Context: an optimization exercise on an open-source flow, tuned for small area. The choices shown serve that exercise and are no tape-out recipe.
In this exercise RTL edits were held to simulation tests only and were not proved equivalent to the original.
Power and IR drop assume default switching activity.

==> design/flow/design.v <==
module riscv_cpu (
    input clk,
    input rst,
    output logic [31:0] instr_addr_o,
    input  logic [31:0] instr_data_i,
    output logic [31:0] data_addr_o,
    output logic [31:0] data_wdata_o,
    output logic [3:0]  data_we_o,
    input  logic [31:0] data_rdata_i
);
    wire [31:0] ins = instr_data_i;
    wire [6:0]  op  = ins[6:0];
    wire [4:0]  rd  = ins[11:7];
    wire [2:0]  f3  = ins[14:12];
    wire [4:0]  ra  = ins[19:15];
    wire [4:0]  rb  = ins[24:20];
    wire is_r    = (op == 7'b0110011);
    wire is_i    = (op == 7'b0010011);
    wire is_ld   = (op == 7'b0000011);
    wire is_st   = (op == 7'b0100011);
    wire is_br   = (op == 7'b1100011);
    wire is_lui  = (op == 7'b0110111);
    wire is_aui  = (op == 7'b0010111);
    wire is_jal  = (op == 7'b1101111);
    wire is_jalr = (op == 7'b1100111);
    logic [31:0] imm;
    always_comb begin
        imm = 32'b0;
        if (is_i | is_ld | is_jalr) imm = {{20{ins[31]}}, ins[31:20]};
        if (is_st)                  imm = {{20{ins[31]}}, ins[31:25], ins[11:7]};
        if (is_br)                  imm = {{20{ins[31]}}, ins[7], ins[30:25], ins[11:8], 1'b0};
        if (is_lui | is_aui)        imm = {ins[31:12], 12'b0};
        if (is_jal)                 imm = {{12{ins[31]}}, ins[19:12], ins[20], ins[30:21], 1'b0};
    end
    logic [31:0] rf [1:31];
    logic        w_we;
    logic [4:0]  w_rd;
    logic [31:0] w_data;
    wire [31:1] wsel, rsel1, rsel2;
    rf_dec5 u_wdec  (.a(w_rd), .en(w_we), .s(wsel));
    rf_dec5 u_rdec1 (.a(ra),   .en(1'b1), .s(rsel1));
    rf_dec5 u_rdec2 (.a(rb),   .en(1'b1), .s(rsel2));
    genvar gi, gb;
    generate
        for (gi = 1; gi < 32; gi = gi + 1) begin : g_rf
            wire we  = wsel[gi];
            wire wen = ~wsel[gi];
            for (gb = 0; gb < 32; gb = gb + 1) begin : g_bit
                wire nxt;
                rf_hold u_h (.d(w_data[gb]), .we(we), .q(rf[gi][gb]), .wen(wen), .y(nxt));
                always_ff @(posedge clk) rf[gi][gb] <= nxt;
            end
        end
    endgenerate
    logic [31:0] rs1, rs2;
    generate
        for (gb = 0; gb < 32; gb = gb + 1) begin : g_rd
            wire [31:1] col;
            for (gi = 1; gi < 32; gi = gi + 1) begin : g_col
                assign col[gi] = rf[gi][gb];
            end
            rf_rdbit u_r1 (.s(rsel1), .d(col), .y(rs1[gb]));
            rf_rdbit u_r2 (.s(rsel2), .d(col), .y(rs2[gb]));
        end
    endgenerate
    logic [31:0] pc;
    wire [31:0] opb   = op[5] ? rs2 : imm;           
    wire        sub   = (f3 != 3'b000) | op[6] | (op[5] & ins[30]);
    wire [32:0] sum2  = {1'b0, rs1} + {1'b0, opb ^ {32{sub}}} + {32'b0, sub};
    wire [31:0] diff  = sum2[31:0];
    wire        ltu   = ~sum2[32];
    wire        lts   = (rs1[31] != opb[31]) ? rs1[31] : diff[31];
    wire        eq    = (rs1 == rs2);
    wire [31:0] jt    = rs1 + imm;           
    wire [31:0] pcimm = pc + imm;            
    wire [31:0] pc4   = pc + 32'd4;
    wire        shl   = ~f3[2];
    logic [31:0] shin, shout, shrev;
    always_comb begin
        for (int i = 0; i < 32; i++) shin[i] = shl ? rs1[31 - i] : rs1[i];
    end
    wire        fill  = ins[30] & rs1[31] & ~shl;
    assign shout = $signed({fill, shin}) >>> opb[4:0];
    always_comb begin
        for (int i = 0; i < 32; i++) shrev[i] = shout[31 - i];
    end
    logic [31:0] alu;
    always_comb begin
        case (f3)
            3'b000: alu = diff;
            3'b001: alu = shrev;
            3'b010: alu = {31'b0, lts};
            3'b011: alu = {31'b0, ltu};
            3'b100: alu = rs1 ^ opb;
            3'b101: alu = shout;
            3'b110: alu = rs1 | opb;
            default: alu = rs1 & opb;
        endcase
    end
    logic [31:0] res;
    always_comb begin
        if (is_st)                  res = rs2;
        else if (is_br | is_aui)    res = pcimm;
        else if (is_jal | is_jalr)  res = pc4;
        else if (is_lui)            res = 32'b0;
        else                        res = alu;
    end
    logic taken;
    always_comb begin
        case (f3)
            3'b000: taken = eq;
            3'b001: taken = ~eq;
            3'b100: taken = diff[31];
            3'b101: taken = ~diff[31];
            3'b110: taken = ltu;
            3'b111: taken = ~ltu;
            default: taken = 1'b0;
        endcase
        taken = taken & is_br;
    end
    wire wr = (is_r | is_i | is_ld | is_lui | is_aui | is_jal | is_jalr) & (rd != 5'd0);
    logic [31:0] e_jt, e_res, m_addr, m_res;
    logic        e_taken, e_we, e_ld, e_st, m_we, m_ld, m_st;
    logic [4:0]  e_rd, m_rd;
    always_ff @(posedge clk or posedge rst) begin
        if (rst) begin
            pc      <= 32'b0;
            e_jt    <= 32'b0;
            e_taken <= 1'b0;
            e_we    <= 1'b0;
            e_st    <= 1'b0;
            m_we    <= 1'b0;
            m_st    <= 1'b0;
            w_we    <= 1'b0;
        end else begin
            pc      <= is_jal ? pcimm : is_jalr ? e_jt : e_taken ? e_res : pc4;
            e_jt    <= jt;
            e_taken <= taken;
            e_we    <= wr;
            e_st    <= is_st;
            m_we    <= e_we;
            m_st    <= e_st;
            w_we    <= m_we;
        end
    end
    always_ff @(posedge clk) begin
        e_res  <= res;
        e_rd   <= rd;
        e_ld   <= is_ld;
        m_addr <= e_jt;
        m_res  <= e_res;
        m_rd   <= e_rd;
        m_ld   <= e_ld;
        w_data <= m_ld ? data_rdata_i : m_res;
        w_rd   <= m_rd;
    end
    assign instr_addr_o = pc;
    assign data_addr_o  = m_addr;
    assign data_wdata_o = m_res;
    assign data_we_o    = {4{m_st}};
endmodule
module rf_hold (input d, input we, input q, input wen, output y);
    assign y = (d & we) | (q & wen);
endmodule
module rf_dec5 (input [4:0] a, input en, output [31:1] s);
    genvar k;
    generate
        for (k = 1; k < 32; k = k + 1) begin : g
            assign s[k] = en & (a == k);
        end
    endgenerate
endmodule
module rf_ao3 (input a1, input b1, input a2, input b2, input a3, input b3, output y);
    assign y = ~((a1 & b1) | (a2 & b2) | (a3 & b3));
endmodule
module rf_rdbit (input [31:1] s, input [31:1] d, output y);
    wire [9:0] t;
    genvar k;
    generate
        for (k = 0; k < 10; k = k + 1) begin : g
            rf_ao3 u (.a1(s[3*k+1]), .b1(d[3*k+1]), .a2(s[3*k+2]), .b2(d[3*k+2]),
                      .a3(s[3*k+3]), .b3(d[3*k+3]), .y(t[k]));
        end
    endgenerate
    assign y = ~(&t) | (s[31] & d[31]);
endmodule
==> design/flow/run.sh <==
#!/bin/bash
# synth_recipe.tcl (not shown) runs the flow's synth.tcl, then flattens the netlist and writes it again
# the make line also repeats each setting of config.mk as NAME=value (left out here)
make -C /OpenROAD-flow-scripts/flow DESIGN_CONFIG=/design/flow/config.mk WORK_HOME=/design/flow/orfs CLKGATE_MAP_FILE= SYNTH_SCRIPT=/design/flow/synth_recipe.tcl finish
==> design/flow/config.mk <==
export PLATFORM = sky130hd
export DESIGN_NAME = riscv_cpu
export DESIGN_NICKNAME = riscv_cpu
export VERILOG_FILES = /design/flow/design.v
export SDC_FILE = /design/flow/constraint.sdc
export NUM_CORES = 4
export LEC_CHECK = 0
export CAP_MARGIN = 20
export CORE_MARGIN = 2
export CORE_UTILIZATION = 40
export SLEW_MARGIN = 20
export SYNTH_HIERARCHICAL = 1
==> design/flow/constraint.sdc <==
create_clock -name core_clock -period 8.0 [get_ports {clk}]
set_input_delay 1.6000 -clock core_clock [delete_from_list [all_inputs] [get_ports {clk}]]
set_output_delay 1.6000 -clock core_clock [all_outputs]
set_load 0.01 [all_outputs]
==> results.sh, run 1 <==
export IMPL_outcome="no timing/DRC/antenna violations"
export IMPL_worstPathArrival_ns=8.06
export IMPL_ys_ff_latch=1207
export IMPL_holdBufCountCts=0
export IMPL_row_count=136
export IMPL_hold_start="m_rd[0]"
export IMPL_synth_cell_type_count=99
export IMPL_num_nets_final=6099
export IMPL_period_share_pct=93.0
export IMPL_cts_setup_buffers=0
export IMPL_slew_headroom_pct=21.4
export IMPL_port_buffers=165
export IMPL_place_congestion=1.09
export IMPL_num_vias=56653
export IMPL_holdCritPathClass="flip-flop to flip-flop"
export IMPL_clock_skew_ns=0.0422
export IMPL_area_growth_pct=22.5
export IMPL_postSynth_asyncResetShare_pct=5.80
export IMPL_wl_per_cell_um=37.4
export IMPL_grt_max_degree=52
export IMPL_worst_hold_slack_ns=0.324
export IMPL_grt_pass1_wl_mm=407
export IMPL_crit_path_cell_trace="clkdlybuf4s50_1, nand4_1, nor2_4, a222oi_1, nand4_1, a2111o_1, a32oi_4, nand2_1, o21ai_0, fa_1, a211o_1, a211oi_2, o211ai_2, a41oi_2, o21a_1, o221a_2, o311ai_2, a221oi_2, buf_4, xnor2_1, a221oi_1, a2111oi_0"
export IMPL_route_detailed_drc=0
export IMPL_cp_slowest_cell="nor2_4"
export IMPL_worst_pin_slew_ns=1.17
export IMPL_min_to="w_rd[0]"
export IMPL_synth_top_area_share_pct=41.0
export IMPL_start_util_pct=40.3
export IMPL_slew_viol_final=0
export IMPL_worstSetupPathType="input pin to flip-flop"
export IMPL_overflow=0
export IMPL_die_area_um2=142000
export IMPL_crit_fanout=24
export IMPL_slowest_delay_ns=0.88
export IMPL_insertion_delay_ns=0.80
export IMPL_yosys_top_cells_area="dfxtp_1 (41%), a22o_1 (16%), a222oi_1 (12%), ha_1 (3.6%), dfrtp_1 (3.2%)"
export IMPL_yosysWarnings=9
export IMPL_drtIter0Drc=11758
export IMPL_setup_tns_ns=0
export IMPL_hpwl_mm=199
export IMPL_pin_count=166
export IMPL_worstRegToRegCells=18
export IMPL_grt_use_total_pct=39.5
export IMPL_hold_path_depth=0
export IMPL_core_area_um2=138000
export IMPL_fin_total_pwr_w=0.0148
export IMPL_final_antenna_net_count=0
export IMPL_synthCells=5184
export IMPL_clock_path_buffers=3
export IMPL_vdd_drop_max_uv=193
export IMPL_die_y_um=377
export IMPL_die_w_um=377
export IMPL_rsz0062_at_grt="no"
export IMPL_fill_cells=12455
export IMPL_finalWirelength_mm=291
export IMPL_clkSinkCount=1207
export IMPL_post_synth_instance_area_um2=55500
export IMPL_critPathRequiredTime_ns=8.62
export IMPL_yosys_cell_count_top_type="dfxtp_1"
export IMPL_grt_pass1_vias=52807
export IMPL_hold_viol_final=0
export IMPL_antenna_found_initial=18
export IMPL_cp_start_kind="input pin"
export IMPL_ff2ff_setup_slack_ns=2.60
export IMPL_setup_viol=0
export IMPL_worst_path_most_repeated_cell="nand4_1"
export IMPL_rr_endpoint="e_res[30]"
export IMPL_dr_pass1_iters=13
export IMPL_cts_tree="built"
export IMPL_reg2reg_from="rf[19][1]"
export IMPL_crit_cells=22
export IMPL_htree_num_levels=4
export IMPL_critPathCaptureType="flip-flop"
export IMPL_max_freq_mhz=134
export IMPL_vias_per_cell=7.28
export IMPL_clk_pin_slew_ns=0.07
export IMPL_synth_largest_area_cell="dfxtp_1"
export IMPL_syn_area_per_cell_um2=10.7
export IMPL_yosysSeqAreaShare_pct=44.2
export IMPL_crit_family="compound AO/OA/AOI/OAI gates"
export IMPL_cts_made_buffers=132
export IMPL_p_leak_nw=27.4
export IMPL_p_per_area_nw_per_um2=217
export IMPL_synth_edf_count=0
export IMPL_finalCriticalPeriod_ns=7.44
export IMPL_drive_above_1_share_pct=15.4
export IMPL_cts_root_buf="clkbuf_16"
export IMPL_ys_flop_type="dfxtp_1"
export IMPL_yosys_top_cells_count="dfxtp_1 (1137), a22o_1 (999), a222oi_1 (643)"
export IMPL_final_core_util_pct=49.4
export IMPL_crit_buf_inv=2
export IMPL_cts_resized=0
export IMPL_cap_violations=0
==> per-stage QoR <==
step	instances	area, um2	setup WS [ns]
after floorplan	5199	55600	0.729
after global placement	7531	63600	0.0409
after detailed placement	7531	63600	-0.108
after CTS	7765	67900	0.729
after global routing	7768	68000	0.316
final	7777	68000	0.562
==> registers in the layout, summed over array words and instances, names as in the netlist, 5 cells and up <==
name	count
m_res	32
m_rd	5
pc	32
m_addr	32
rf	992
e_rd	5
w_data	32
e_jt	32
w_rd	5
e_res	32
==> power by group <==
| group | internal [W] | switching [W] |
|---|---|---|
| clock | 0.00351 | 0.00269 |
| combinational | 0.000737 | 0.00119 |
| sequential | 0.00630 | 0.000330 |
==> modules after synthesis, one instance, submodules excluded <==
module / copies in the design / cell area [um2]
rf_hold: 992 / 8.76
riscv_cpu: 1 / 38000
rf_rdbit: 64 / 27.5
rf_dec5: 3 / 230
rf_ao3: 640 / 10.0
==> area by class of cell <==
class | count | area [um2] | area share (%)
clock buffer | 190 | 3810 | 5.61
timing repair buffer | 661 | 5760 | 8.47
clock inverter | 44 | 542 | 0.797
sequential | 1207 | 24500 | 36.1
antenna | 11 | 27.5 | 0.0405
inverter | 141 | 531 | 0.780
tap | 1794 | 2240 | 3.30
multi-input combinational | 3729 | 30500 | 44.9
==> logic make-up (layout without fill, tap and decap cells) <==
kind of cell	Yosys count	count (layout)	share of synthesized area, %
other	1	27	0.00676
buffers and inverters	263	1036	1.94
AO/OA/AOI/OAI	2355	2355	36.4
adder cells (fa/ha/maj)	161	161	3.67
XOR/XNOR	175	175	2.76
AND/OR/NAND/NOR	841	841	7.52
multiplexers	181	181	3.51
flip-flops	1207	1207	44.2
==> layer usage <==
layer | vias up | wire length (um) | GRT usage [%]
li1 | 23439 | - | -
met1 | 27727 | 113000 | 52.4
met2 | 4557 | 119000 | 57.8
met3 | 912 | 36500 | 10.1
met4 | 18 | 21700 | 23.0
met5 | - | 125 | 0.446
==> placed cells by master (no fill, tap or decap), drive strengths merged, types with 35 or more instances in the layout <==
cell type / count
a2111o: 64
a211oi: 44
a21o: 61
a21oi: 201
a222oi: 643
a22o: 999
buf: 498
clkbuf: 190
clkdlybuf4s50: 163
clkinv: 38
dfrtp: 70
dfxtp: 1137
ha: 158
inv: 138
mux2: 60
mux2i: 117
nand2: 237
nand3: 35
nand4: 141
nor2: 233
nor3: 37
o21ai: 123
xnor2: 91
xor2: 84
==> worst max-delay path by stage <==
stage | startpoint | end | slack [ns]
floorplan | instr_data_i[24] | e_taken | 0.73
global placement | instr_data_i[19] | e_jt[30] | 0.04
detailed placement | instr_data_i[20] | e_res[30] | -0.11
CTS | instr_data_i[20] | e_res[30] | 0.73
global route | instr_data_i[23] | e_res[30] | 0.32
finish | instr_data_i[23] | e_res[30] | 0.56
==> run 2: changes to the inputs <==
--- a/design/flow/design.v
+++ b/design/flow/design.v
@@ -122,10 +122,19 @@
     logic [31:0] e_jt, e_res, m_addr, m_res;
     logic        e_taken, e_we, e_ld, e_st, m_we, m_ld, m_st;
     logic [4:0]  e_rd, m_rd;
+    logic e_first;
+    wire  sel_jal  = is_jal;
+    wire  sel_jalr = is_jalr & ~e_first;
+    wire  sel_br   = ~is_jal & ~is_jalr & e_taken;
+    wire  sel_inc  = ~is_jal & ~is_jalr & ~e_taken;
+    wire [31:0] next_pc = ({32{sel_jal}}  & pcimm) |
+                          ({32{sel_jalr}} & e_jt)  |
+                          ({32{sel_br}}   & e_res) |
+                          ({32{sel_inc}}  & pc4);
     always_ff @(posedge clk or posedge rst) begin
         if (rst) begin
             pc      <= 32'b0;
-            e_jt    <= 32'b0;
+            e_first <= 1'b1;
             e_taken <= 1'b0;
             e_we    <= 1'b0;
             e_st    <= 1'b0;
@@ -133,8 +142,8 @@
             m_st    <= 1'b0;
             w_we    <= 1'b0;
         end else begin
-            pc      <= is_jal ? pcimm : is_jalr ? e_jt : e_taken ? e_res : pc4;
-            e_jt    <= jt;
+            pc      <= next_pc;
+            e_first <= 1'b0;
             e_taken <= taken;
             e_we    <= wr;
             e_st    <= is_st;
@@ -144,6 +153,7 @@
         end
     end
     always_ff @(posedge clk) begin
+        e_jt   <= jt;
         e_res  <= res;
         e_rd   <= rd;
         e_ld   <= is_ld;
==> design/flow/flow/run.sh (new file) <==
#!/bin/bash
# Layout flow: the standard ORFS flow (standard.sh, unchanged synthesis),
# with these layout settings passed to make:
#  - port buffers use buf_1 instead of the default choice
#  - CTS without dummy loads (clustering as in config.mk)
#  - power recovery after global routing (downsizes non-critical gates)
set -uo pipefail
bash standard.sh \
  "BUFFER_PORTS_ARGS=-buffer_cell sky130_fd_sc_hd__buf_1" \
  "CTS_ARGS=-sink_clustering_enable -repair_clock_nets -sink_clustering_size 20 -sink_clustering_max_diameter 100 -dont_use_dummy_load" \
  "RECOVER_POWER=100" \
  finish > flow_make.log 2>&1
status=$?
cp -f orfs/logs/sky130hd/riscv_cpu/base/*.log . 2>/dev/null || true
exit $status
==> design/flow/standard.sh (new file) <==
#!/bin/bash
# synth_recipe.tcl (not shown) runs the flow's synth.tcl, then flattens the netlist and writes it again
# the make line also repeats each setting of config.mk as NAME=value (left out here)
make -C /OpenROAD-flow-scripts/flow DESIGN_CONFIG=/design/flow/config.mk WORK_HOME=/design/flow/orfs CLKGATE_MAP_FILE= SYNTH_SCRIPT=/design/flow/synth_recipe.tcl "${@:-finish}"
--- a/design/flow/config.mk
+++ b/design/flow/config.mk
@@ -5,8 +5,10 @@
 export SDC_FILE = /design/flow/constraint.sdc
 export NUM_CORES = 4
 export LEC_CHECK = 0
-export CAP_MARGIN = 20
+export CAP_MARGIN = 10
 export CORE_MARGIN = 2
 export CORE_UTILIZATION = 40
-export SLEW_MARGIN = 20
+export CTS_CLUSTER_DIAMETER = 100
+export CTS_CLUSTER_SIZE = 20
+export SLEW_MARGIN = 10
 export SYNTH_HIERARCHICAL = 1
removed: design/flow/run.sh
==> results.sh, run 2 <==
export IMPL_yosys_top_cells_area="dfxtp_1 (42%), a22o_1 (16%), a222oi_1 (12%), ha_1 (3.6%), nand2_1 (1.8%)"
export IMPL_cts_made_buffers=73
export IMPL_cts_setup_buffers=0
export IMPL_holdCritPathClass="flip-flop to flip-flop"
export IMPL_synth_cell_type_count=86
export IMPL_vdd_drop_max_uv=190
export IMPL_cap_violations=60
export IMPL_wl_per_cell_um=39.1
export IMPL_post_synth_instance_area_um2=55500
export IMPL_synth_largest_area_cell="dfxtp_1"
export IMPL_cts_resized=0
export IMPL_critPathCaptureType="flip-flop"
export IMPL_critPathRequiredTime_ns=8.61
export IMPL_clk_pin_slew_ns=0.08
export IMPL_worstPathArrival_ns=8.42
export IMPL_core_area_um2=138000
export IMPL_drtIter0Drc=12631
export IMPL_dp_cells=7526
export IMPL_start_util_pct=40.3
export IMPL_grt_pass1_vias=52661
export IMPL_worstSetupPathType="input pin to flip-flop"
export IMPL_slew_viol_final=1839
export IMPL_dr_pass1_iters=13
export IMPL_die_w_um=377
export IMPL_synth_edf_count=0
export IMPL_crit_fanout=17
export IMPL_clkSinkCount=1208
export IMPL_stdcell_count=7605
export IMPL_layout_common_cells="dfxtp_1 (1169), a22o_1 (1007), a222oi_1 (641)"
export IMPL_finalWirelength_mm=297
export IMPL_clock_path_buffers=3
export IMPL_yosysSeqAreaShare_pct=43.9
export IMPL_setup_viol=0
export IMPL_cp_slowest_cell="clkbuf_1"
export IMPL_so_faults="capacitance limit, slew limit"
export IMPL_synth_top_area_share_pct=42.1
export IMPL_grt_max_degree=47
export IMPL_period_share_pct=97.7
export IMPL_grt_pass1_wl_mm=412
export IMPL_synthCells=5268
export IMPL_outcome="finished with violations"
export IMPL_die_area_um2=142000
export IMPL_num_nets_final=6034
export IMPL_ys_flop_type="dfxtp_1"
export IMPL_insertion_delay_ns=0.73
export IMPL_layout_commonest_cell="dfxtp_1"
export IMPL_crit_path_cell_trace="clkbuf_1, nand4b_1, nor2_4, buf_4, a222oi_1, nand4_1, buf_4, a2111o_1, mux2i_1, o311a_1, a211oi_1, a21oi_1, a21oi_1, a21oi_1, a2111oi_0, buf_4, o22ai_1, o21ai_0, clkbuf_4"
export IMPL_cp_start_kind="input pin"
export IMPL_largest_reg_flops=992
export IMPL_place_congestion=1.06
export IMPL_max_freq_mhz=128
export IMPL_cts_tree="built"
export IMPL_yosys_cell_count_top_type="dfxtp_1"
export IMPL_hold_viol_final=0
export IMPL_p_leak_nw=24.7
export IMPL_clock_skew_ns=0.0899
export IMPL_htree_num_levels=3
export IMPL_setup_tns_ns=0
export IMPL_yosysWarnings=9
export IMPL_ys_ff_latch=1208
export IMPL_fill_cells=12971
export IMPL_route_detailed_drc=0
export IMPL_yosys_top_cells_count="dfxtp_1 (1169), a22o_1 (1007), a222oi_1 (641)"
export IMPL_syn_area_per_cell_um2=10.5
export IMPL_p_per_area_nw_per_um2=190
export IMPL_slowest_delay_ns=0.82
export IMPL_grt_use_total_pct=40.0
export IMPL_hpwl_mm=207
export IMPL_final_antenna_net_count=0
export IMPL_postSynth_asyncResetShare_pct=3.23
export IMPL_row_count=136
export IMPL_worst_pin_slew_ns=3.75
export IMPL_holdBufCountCts=0
export IMPL_port_buffers=165
export IMPL_vias_per_cell=7.51
export IMPL_antenna_found_initial=18
export IMPL_top_register="rf"
export IMPL_finalCriticalPeriod_ns=7.82
export IMPL_pin_count=166
export IMPL_overflow=0
export IMPL_cts_root_buf="clkbuf_16"
export IMPL_slew_headroom_pct=-151
export IMPL_num_vias=57136
export IMPL_die_y_um=377
export IMPL_drive_above_1_share_pct=10.6
export IMPL_rsz0062_at_grt="no"
export IMPL_area_growth_pct=14.1
## run 2: path summary, 6_finish.rpt
check | start | to | slack (ns) | cells past startpoint
max | instr_data_i[19] | e_res[3] | 0.18 | 19
min reg2reg | e_jt[7] | m_addr[7] | 0.32 | 0
max in group asynchronous | rst | pc[2] | 4.17 | 3
min | e_jt[7] | m_addr[7] | 0.32 | 0
max reg2reg | w_rd[3] | rf[1][19] | 1.74 | 5
min in group asynchronous | rst | pc[16] | 2.04 | 3
## run 2: routing by layer
metal	vias up	wire, um	GRT usage [%]
met3	895	40900	11.9
li1	23446	-	-
met5	-	93	0
met4	16	24400	26.2
met1	27963	112000	51.9
met2	4816	121000	57.5
## run 2: area by class of cell
class / count / area (um2) / area share [%]
diodes: 6 / 15.0 / 0.0237
clock buffers: 73 / 1830 / 2.88
inverters: 133 / 499 / 0.788
multi-input cells: 3810 / 30800 / 48.6
flip-flops and latches: 1208 / 24400 / 38.5
well taps: 1794 / 2240 / 3.54
repair buffers: 581 / 3630 / 5.73
## run 2: power by group
part           switching (W)  internal (W)
clock network        0.00210       0.00162
registers           0.000294       0.00627
logic                0.00119      0.000563
## run 2: critical path, delay by kind of cell
kind	cells	cell delay, ns
muxes	1	0.30
buffers and inverters	5	1.96
AOI/OAI and AO/OA	10	3.08
and+or+nand+nor	3	1.45
## run 2: logic make-up after synthesis
logic type	share of synthesized area [%]
AO/OA/AOI/OAI	37.2
XOR/XNOR	2.74
adder cells (fa/ha/maj)	3.67
buffers and inverters	1.89
flip-flops	43.9
multiplexers	2.72
other	0.0135
AND/OR/NAND/NOR	7.85
## run 2: through the flow
step / setup WS [ns] / hold WS [ns] / power, W / area [um2] / utilization, %
6_report: 0.183 / 0.317 / 0.0120 / 63400 / 46.0
5_1_grt: 0.260 / 0.331 / 0.0123 / 63300 / 46.0
4_1_cts: 0.851 / 0.320 / 0.0120 / 63700 / 46.3
3_5_place_dp: 0.180 / 0.315 / 0.00837 / 61900 / 44.9
3_3_place_gp: 0.0753 / 0.311 / 0.00836 / 61900 / 44.9
2_1_floorplan: 0.807 / 0.310 / 0.00752 / 55600 / -
## run 2: Yosys stat by module (local to each module, per instance)
| module | flip-flops and latches | copies in the design | area, um2 | cells |
|---|---|---|---|---|
| rf_hold | 0 | 992 | 8.76 | 1 |
| rf_ao3 | 0 | 640 | 10.0 | 1 |
| rf_dec5 | 0 | 3 | 230 | 46 |
| rf_rdbit | 0 | 64 | 27.5 | 4 |
| riscv_cpu | 1208 | 1 | 38000 | 3242 |
==> run 3: changes to the inputs <==
==> design/flow/flow/run.sh (replaced) <==
#!/bin/bash
# Layout flow: the standard ORFS flow (standard.sh, unchanged synthesis),
# with these layout settings passed to make:
#  - port buffers use buf_1 instead of the default choice
#  - CTS without dummy loads (clustering as in config.mk)
set -uo pipefail
bash standard.sh \
  "BUFFER_PORTS_ARGS=-buffer_cell sky130_fd_sc_hd__buf_1" \
  "CTS_ARGS=-sink_clustering_enable -repair_clock_nets -sink_clustering_size 20 -sink_clustering_max_diameter 100 -dont_use_dummy_load" \
  finish > flow_make.log 2>&1
status=$?
cp -f orfs/logs/sky130hd/riscv_cpu/base/*.log . 2>/dev/null || true
exit $status
==> results.sh, run 3 <==
export IMPL_vdd_drop_max_uv=193
export IMPL_routed_top_layer="met5"
export IMPL_max_freq_mhz=129
export IMPL_syn_area_per_cell_um2=10.5
export IMPL_place_congestion=1.06
export IMPL_p_comb_share_pct=14.6
export IMPL_yosysSeqAreaShare_pct=43.9
export IMPL_worst_pin_slew_ns=1.32
export IMPL_ys_flop_type="dfxtp_1"
export IMPL_swShare_pct=29.8
export IMPL_synth_top_area_share_pct=42.1
export IMPL_cts_setup_buffers=0
export IMPL_grt_pass1_wl_mm=412
export IMPL_pin_count=166
export IMPL_layout_commonest_cell="dfxtp_1"
export IMPL_clock_skew_ns=0.0899
export IMPL_grt_use_total_pct=40.0
export IMPL_cts_resized=0
export IMPL_die_y_um=377
export IMPL_grt_max_degree=47
export IMPL_worstPathArrival_ns=8.37
export IMPL_cap_violations=0
export IMPL_htree_num_levels=3
export IMPL_synth_edf_count=0
export IMPL_cp_start_kind="input pin"
export IMPL_cts_root_buf="clkbuf_16"
export IMPL_route_detailed_drc=0
export IMPL_yosysWarnings=9
export IMPL_die_area_um2=142000
export IMPL_yosys_cell_count_top_type="dfxtp_1"
export IMPL_vias_per_cell=7.52
export IMPL_port_buffers=165
export IMPL_rsz0062_at_grt="no"
export IMPL_start_util_pct=40.3
export IMPL_clock_path_buffers=3
export IMPL_postSynth_asyncResetShare_pct=3.23
export IMPL_postPlaceCellArea_um2=61900
export IMPL_period_share_pct=96.9
export IMPL_post_synth_instance_area_um2=55500
export IMPL_dp_slack_ns=0.180
export IMPL_cp_slowest_cell="buf_1"
export IMPL_crit_fanout=17
export IMPL_hold_viol_final=0
export IMPL_crit_buf_inv=5
export IMPL_yosys_top_cells_area="dfxtp_1 (42%), a22o_1 (16%), a222oi_1 (12%), ha_1 (3.6%), nand2_1 (1.8%)"
export IMPL_worst_path_most_repeated_cell="buf_4"
export IMPL_finalWirelength_mm=297
export IMPL_critPathRequiredTime_ns=8.62
export IMPL_slowest_delay_ns=0.80
export IMPL_hpwl_mm=207
export IMPL_slew_viol_final=0
export IMPL_critPathCaptureType="flip-flop"
export IMPL_final_core_util_pct=46.3
export IMPL_insertion_delay_ns=0.70
export IMPL_row_count=136
export IMPL_met2_length_mm=121
export IMPL_final_area_um2=63700
export IMPL_finalCriticalPeriod_ns=7.75
export IMPL_core_area_um2=138000
export IMPL_synth_largest_area_cell="dfxtp_1"
export IMPL_num_nets_final=6034
export IMPL_drive_above_1_share_pct=12.1
export IMPL_synth_cell_type_count=86
export IMPL_cellInternalPower_w=0.00846
export IMPL_clkSinkCount=1208
export IMPL_cts_tree="built"
export IMPL_wl_met3_mm=40.2
export IMPL_overflow=0
export IMPL_pwr_share_clk_pct=30.9
export IMPL_grt_pass1_vias=52661
export IMPL_final_antenna_net_count=0
export IMPL_p_leak_nw=25.0
export IMPL_num_vias=57190
export IMPL_setup_tns_ns=0
export IMPL_holdCritPathClass="flip-flop to flip-flop"
export IMPL_crit_family="compound AO/OA/AOI/OAI gates"
export IMPL_cts_made_buffers=73
export IMPL_dr_pass1_iters=14
export IMPL_drt_met1_wl_mm=112
export IMPL_setup_viol=0
export IMPL_wl_per_cell_um=39.1
export IMPL_holdBufCountCts=0
export IMPL_worst_slack_ns=0.247
export IMPL_area_growth_pct=14.7
export IMPL_worstSetupPathType="input pin to flip-flop"
export IMPL_clk_pin_slew_ns=0.08
export IMPL_layout_common_cells="dfxtp_1 (1168), a22o_1 (1007), a222oi_1 (641)"
export IMPL_drtIter0Drc=12766
export IMPL_slew_headroom_pct=12.0
export IMPL_p_seq_share_pct=54.5
export IMPL_antenna_found_initial=19
export IMPL_p_per_area_nw_per_um2=189
export IMPL_ys_ff_latch=1208
export IMPL_die_w_um=377
export IMPL_outcome="no timing/DRC/antenna violations"
export IMPL_top_register="rf"
export IMPL_largest_reg_flops=992
export IMPL_p_sw_w=0.00359
export IMPL_yosys_top_cells_count="dfxtp_1 (1169), a22o_1 (1007), a222oi_1 (641)"
export IMPL_crit_path_cell_trace="buf_1, nand4b_1, nor2_4, buf_4, a222oi_1, nand4_1, buf_4, a2111o_1, mux2i_1, o311a_1, a211oi_1, a21oi_1, a21oi_1, a21oi_1, a2111oi_0, buf_4, o22ai_1, o21ai_0, buf_4"
export IMPL_synthCells=5268
-- run 3: per-module statistics from Yosys, one instance, submodules excluded --
| module | area [um2] | cells | flops+latches |
|---|---|---|---|
| riscv_cpu | 38000 | 3242 | 1208 |
| rf_dec5 | 230 | 46 | 0 |
| rf_ao3 | 10.0 | 1 | 0 |
| rf_hold | 8.76 | 1 | 0 |
| rf_rdbit | 27.5 | 4 | 0 |
-- run 3: path summary, 6_finish.rpt --
kind	from	endpoint	depth (start not counted)	slack, ns
min in group asynchronous	rst	pc[16]	3	1.07
setup / recovery	instr_data_i[19]	e_res[3]	19	0.25
hold / removal	e_jt[7]	m_addr[7]	0	0.32
max in group asynchronous	rst	pc[2]	3	6.39
hold reg to reg	e_jt[7]	m_addr[7]	0	0.32
setup reg to reg	rf[28][1]	e_res[3]	17	2.41
-- run 3: final cells by class --
| class | count | area (um2) |
|---|---|---|
| diodes | 8 | 20.0 |
| well taps | 1794 | 2240 |
| multi-input cells | 3810 | 30900 |
| repair buffers | 581 | 3870 |
| clock buffers | 73 | 1830 |
| inverters | 133 | 499 |
| fillers | 12889 | 74000 |
| flip-flops and latches | 1208 | 24400 |
-- run 3: per-stage QoR --
step / cells / total power (W) / hold slack [ns]
floorplan: 5283 / 0.00752 / 0.310
global placement: 7526 / 0.00836 / 0.311
detailed placement: 7526 / 0.00837 / 0.315
CTS: 7599 / 0.0120 / 0.320
global route: 7602 / 0.0123 / 0.331
finish: 7607 / 0.0121 / 0.315
-- run 3: per-layer routing --
metal / track usage [%] / up-vias
met4: 26.2 / 14
met5: 0 / -
met2: 57.5 / 4812
li1: - / 23459
met1: 51.9 / 27978
met3: 11.9 / 927
-- run 3: kinds of logic after synthesis --
| group | after synthesis | synth area share, % |
|---|---|---|
| AOI/OAI and AO/OA | 2420 | 37.2 |
| xor gates and xnor gates | 174 | 2.74 |
| adders and majority gates | 161 | 3.67 |
| buffers and inverters | 265 | 1.89 |
| DFF | 1208 | 43.9 |
| muxes | 138 | 2.72 |
| other | 2 | 0.0135 |
| and+or+nand+nor | 900 | 7.85 |
-- run 3: power by group through the flow --
stage | Clock, W | Sequential [W] | Combinational, W
finish | 0.00373 | 0.00657 | 0.00176
global route | 0.00391 | 0.00659 | 0.00182
CTS | 0.00374 | 0.00655 | 0.00169
detailed placement | 0 | 0.00669 | 0.00168
global placement | 0 | 0.00669 | 0.00168
floorplan | 0 | 0.00671 | 0.000806
==> run 4: changes to the inputs <==
==> design/flow/flow/run.sh (replaced) <==
#!/bin/bash
# Layout flow: the standard ORFS flow (standard.sh, unchanged synthesis),
# with these layout settings passed to make:
#  - port buffers use buf_2 instead of the default choice
#  - CTS without dummy loads (clustering as in config.mk)
set -uo pipefail
bash standard.sh \
  "BUFFER_PORTS_ARGS=-buffer_cell sky130_fd_sc_hd__buf_2" \
  "CTS_ARGS=-sink_clustering_enable -repair_clock_nets -sink_clustering_size 20 -sink_clustering_max_diameter 100 -dont_use_dummy_load" \
  finish > flow_make.log 2>&1
status=$?
cp -f orfs/logs/sky130hd/riscv_cpu/base/*.log . 2>/dev/null || true
exit $status
--- a/design/flow/config.mk
+++ b/design/flow/config.mk
@@ -7,7 +7,7 @@
 export LEC_CHECK = 0
 export CAP_MARGIN = 10
 export CORE_MARGIN = 2
-export CORE_UTILIZATION = 40
+export CORE_UTILIZATION = 45
 export CTS_CLUSTER_DIAMETER = 100
 export CTS_CLUSTER_SIZE = 20
 export SLEW_MARGIN = 10
==> results.sh, run 4 <==
export IMPL_yosysWarnings=9
export IMPL_crit_path_cell_trace="buf_2, nand4_1, nor2_4, a222oi_1, nand4_1, a2111o_1, nand2_1, o21ai_0, xor2_1, ha_1, nand4_1, nor3_1, nand4_1, a211oi_1, buf_4, o21ai_0, a31oi_1, buf_4, xnor2_1, nor4b_1, a2111oi_0, o21ai_0"
export IMPL_final_antenna_net_count=0
export IMPL_crit_buf_inv=3
export IMPL_postSynth_asyncResetShare_pct=3.23
export IMPL_max_freq_mhz=135
export IMPL_fin_total_pwr_w=0.0120
export IMPL_num_nets_final=5958
export IMPL_min_to="m_rd[4]"
export IMPL_setup_viol=0
export IMPL_route_detailed_drc=0
export IMPL_grtUsageMet2_pct=61.8
export IMPL_synth_top_area_share_pct=42.1
export IMPL_cts_tree="built"
export IMPL_grt_pass1_vias=51912
export IMPL_clock_skew_ns=0.0802
export IMPL_worst_hold_slack_ns=0.328
export IMPL_insertion_delay_ns=0.73
export IMPL_worstRegToRegCells=19
export IMPL_top_register="rf"
export IMPL_cts_resized=0
export IMPL_yosys_top_cells_count="dfxtp_1 (1169), a22o_1 (1007), a222oi_1 (641)"
export IMPL_drtIter0Drc=12507
export IMPL_hold_viol_final=0
export IMPL_hold_path_depth=0
export IMPL_layout_commonest_cell="dfxtp_1"
export IMPL_die_y_um=355
export IMPL_vdd_drop_max_uv=185
export IMPL_yosys_cell_count_top_type="dfxtp_1"
export IMPL_layout_common_cells="dfxtp_1 (1168), a22o_1 (1007), a222oi_1 (641)"
export IMPL_ys_flop_type="dfxtp_1"
export IMPL_worst_slack_ns=0.603
export IMPL_drive_above_1_share_pct=13.8
export IMPL_p_leak_nw=25.1
export IMPL_start_util_pct=45.4
export IMPL_grt_max_degree=51
export IMPL_antenna_found_initial=26
export IMPL_use_met3_pct=12.6
export IMPL_grt_pass1_wl_mm=395
export IMPL_crit_family="simple AND/OR/NAND/NOR gates"
export IMPL_worst_path_most_repeated_cell="nand4_1"
export IMPL_rsz0062_at_grt="no"
export IMPL_port_buffers=165
export IMPL_critPathCaptureType="flip-flop"
export IMPL_htree_num_levels=3
export IMPL_setup_tns_ns=0
export IMPL_crit_fanout=32
export IMPL_grt_use_total_pct=42.8
export IMPL_cts_root_buf="clkbuf_16"
export IMPL_outcome="no timing/DRC/antenna violations"
export IMPL_largest_reg_flops=992
export IMPL_wl_per_cell_um=38.6
export IMPL_hold_start="e_rd[4]"
export IMPL_holdBufCountCts=0
export IMPL_ys_ff_latch=1208
export IMPL_row_count=128
export IMPL_finalWirelength_mm=284
export IMPL_rr_endpoint="e_res[0]"
export IMPL_pin_count=166
export IMPL_dr_pass1_iters=14
export IMPL_worst_pin_slew_ns=1.28
export IMPL_worstSetupPathType="input pin to flip-flop"
export IMPL_core_area_um2=122000
export IMPL_synth_cell_type_count=86
export IMPL_top_usage_layer="met2"
export IMPL_slew_viol_final=0
export IMPL_synth_largest_area_cell="dfxtp_1"
export IMPL_place_congestion=1.09
export IMPL_synthCells=5268
export IMPL_die_area_um2=126000
export IMPL_slew_headroom_pct=14.4
export IMPL_p_per_area_nw_per_um2=191
export IMPL_cts_setup_buffers=0
export IMPL_fill_cells=11118
export IMPL_overflow=0
export IMPL_critPathRequiredTime_ns=8.52
export IMPL_reg2reg_from="rf[10][10]"
export IMPL_area_growth_pct=13.5
export IMPL_cp_start_kind="input pin"
export IMPL_cts_made_buffers=73
export IMPL_ff2ff_setup_slack_ns=2.45
export IMPL_grtUsageMet1_pct=55.4
export IMPL_num_vias=56727
export IMPL_cp_slowest_cell="nor2_4"
export IMPL_hpwl_mm=196
export IMPL_holdCritPathClass="flip-flop to flip-flop"
export IMPL_clk_pin_slew_ns=0.09
export IMPL_clkSinkCount=1208
export IMPL_clock_path_buffers=3
export IMPL_worstPathArrival_ns=7.92
export IMPL_yosysSeqAreaShare_pct=43.9
export IMPL_crit_cells=22
export IMPL_vias_per_cell=7.71
export IMPL_syn_area_per_cell_um2=10.5
export IMPL_post_synth_instance_area_um2=55500
export IMPL_dp_slack_ns=0.348
export IMPL_slowest_delay_ns=1.04
export IMPL_synth_edf_count=0
export IMPL_period_share_pct=92.5
export IMPL_yosys_top_cells_area="dfxtp_1 (42%), a22o_1 (16%), a222oi_1 (12%), ha_1 (3.6%), nand2_1 (1.8%)"
export IMPL_finalCriticalPeriod_ns=7.40
export IMPL_die_w_um=355
export IMPL_cap_violations=0
-- run 4: routing by layer --
metal  up-vias  wire length [um]
li1      23288                 -
met1     27693            106000
met2      4759            116000
met3       967             38300
met4        20             23300
met5         -               126
-- run 4: per-stage QoR --
| step | std cells | util, % | cell area (um2) |
|---|---|---|---|
| floorplan | 5283 | - | 55600 |
| detailed placement | 7281 | 50.1 | 61200 |
| CTS | 7354 | 51.6 | 63000 |
| global route | 7355 | 51.6 | 63000 |
| global placement | 7281 | 50.1 | 61200 |
| finish | 7361 | 51.6 | 63100 |
-- run 4: Yosys stat by module, one instance, submodules excluded --
| module | cell area (um2) | copies in the design | flip-flops and latches | cells |
|---|---|---|---|---|
| rf_dec5 | 230 | 3 | 0 | 46 |
| riscv_cpu | 38000 | 1 | 1208 | 3242 |
| rf_ao3 | 10.0 | 640 | 0 | 1 |
| rf_hold | 8.76 | 992 | 0 | 1 |
| rf_rdbit | 27.5 | 64 | 0 | 4 |
-- run 4: worst max-delay path by stage --
stage	startpoint	endpoint
4_1_cts	instr_data_i[22]	e_res[0]
3_5_place_dp	instr_data_i[22]	e_res[0]
5_1_grt	instr_data_i[22]	e_res[0]
6_report	instr_data_i[22]	e_res[0]
2_1_floorplan	instr_data_i[24]	e_res[29]
3_3_place_gp	instr_data_i[20]	e_res[0]
-- run 4: kinds of logic after synthesis --
kind of cell	count (synthesis)	synth area share, %
adders and majority gates	161	3.67
other	2	0.0135
xor gates and xnor gates	174	2.74
buffers and inverters	265	1.89
and+or+nand+nor	900	7.85
AOI/OAI and AO/OA	2420	37.2
muxes	138	2.72
DFF	1208	43.9
-- run 4: power breakdown --
part | total (W) | internal (W) | leakage (nW) | switching [W]
combinational | 0.00174 | 0.000575 | 14.3 | 0.00116
sequential | 0.00656 | 0.00627 | 9.95 | 0.000288
clock | 0.00372 | 0.00163 | 0.900 | 0.00210
total | 0.0120 | 0.00847 | 25.1 | 0.00355
-- run 4: cell type report --
| class | instances | area [um2] | share of cell area (%) |
|---|---|---|---|
| tap | 1625 | 2030 | 3.22 |
| inverter | 133 | 499 | 0.792 |
| antenna | 7 | 17.5 | 0.0278 |
| multi-input combinational | 3810 | 30900 | 49.0 |
| timing repair buffer | 505 | 3420 | 5.42 |
| clock buffer | 73 | 1830 | 2.90 |
| sequential | 1208 | 24400 | 38.7 |

## static timing again, ports no longer ideal
The results above use ideal ports. As a check the final layouts listed here were re-extracted and re-timed, cells and wires unchanged. Step 1 sets driving cells, clkbuf_16 on the clock port and buf_2 on the other inputs (assumed; they add their load-dependent delay and slew). Step 2 times the ports against the registers' clock, not the clock port: input delays grow and output delays shrink by t, the midpoint of the rising clock arrivals with the driver on. Three values: no drivers, after step 1, after step 2; two values: the first two.
run	shift t [ns]	slack for setup (ns)	slew at the worst register clock pin (ns)
run 1	0.863	0.562 / 0.596 / -0.267	0.07 / 0.07
run 2	0.757	0.183 / 0.235 / -0.523	0.09 / 0.09
run 3	0.760	0.247 / 0.298 / -0.462	0.09 / 0.09
run 4	0.763	0.603 / 0.654 / -0.109	0.09 / 0.09
For run 1, which loses most, drivers alone change the setup slack by +0.034 ns; drivers and shift together by -0.829 ns.
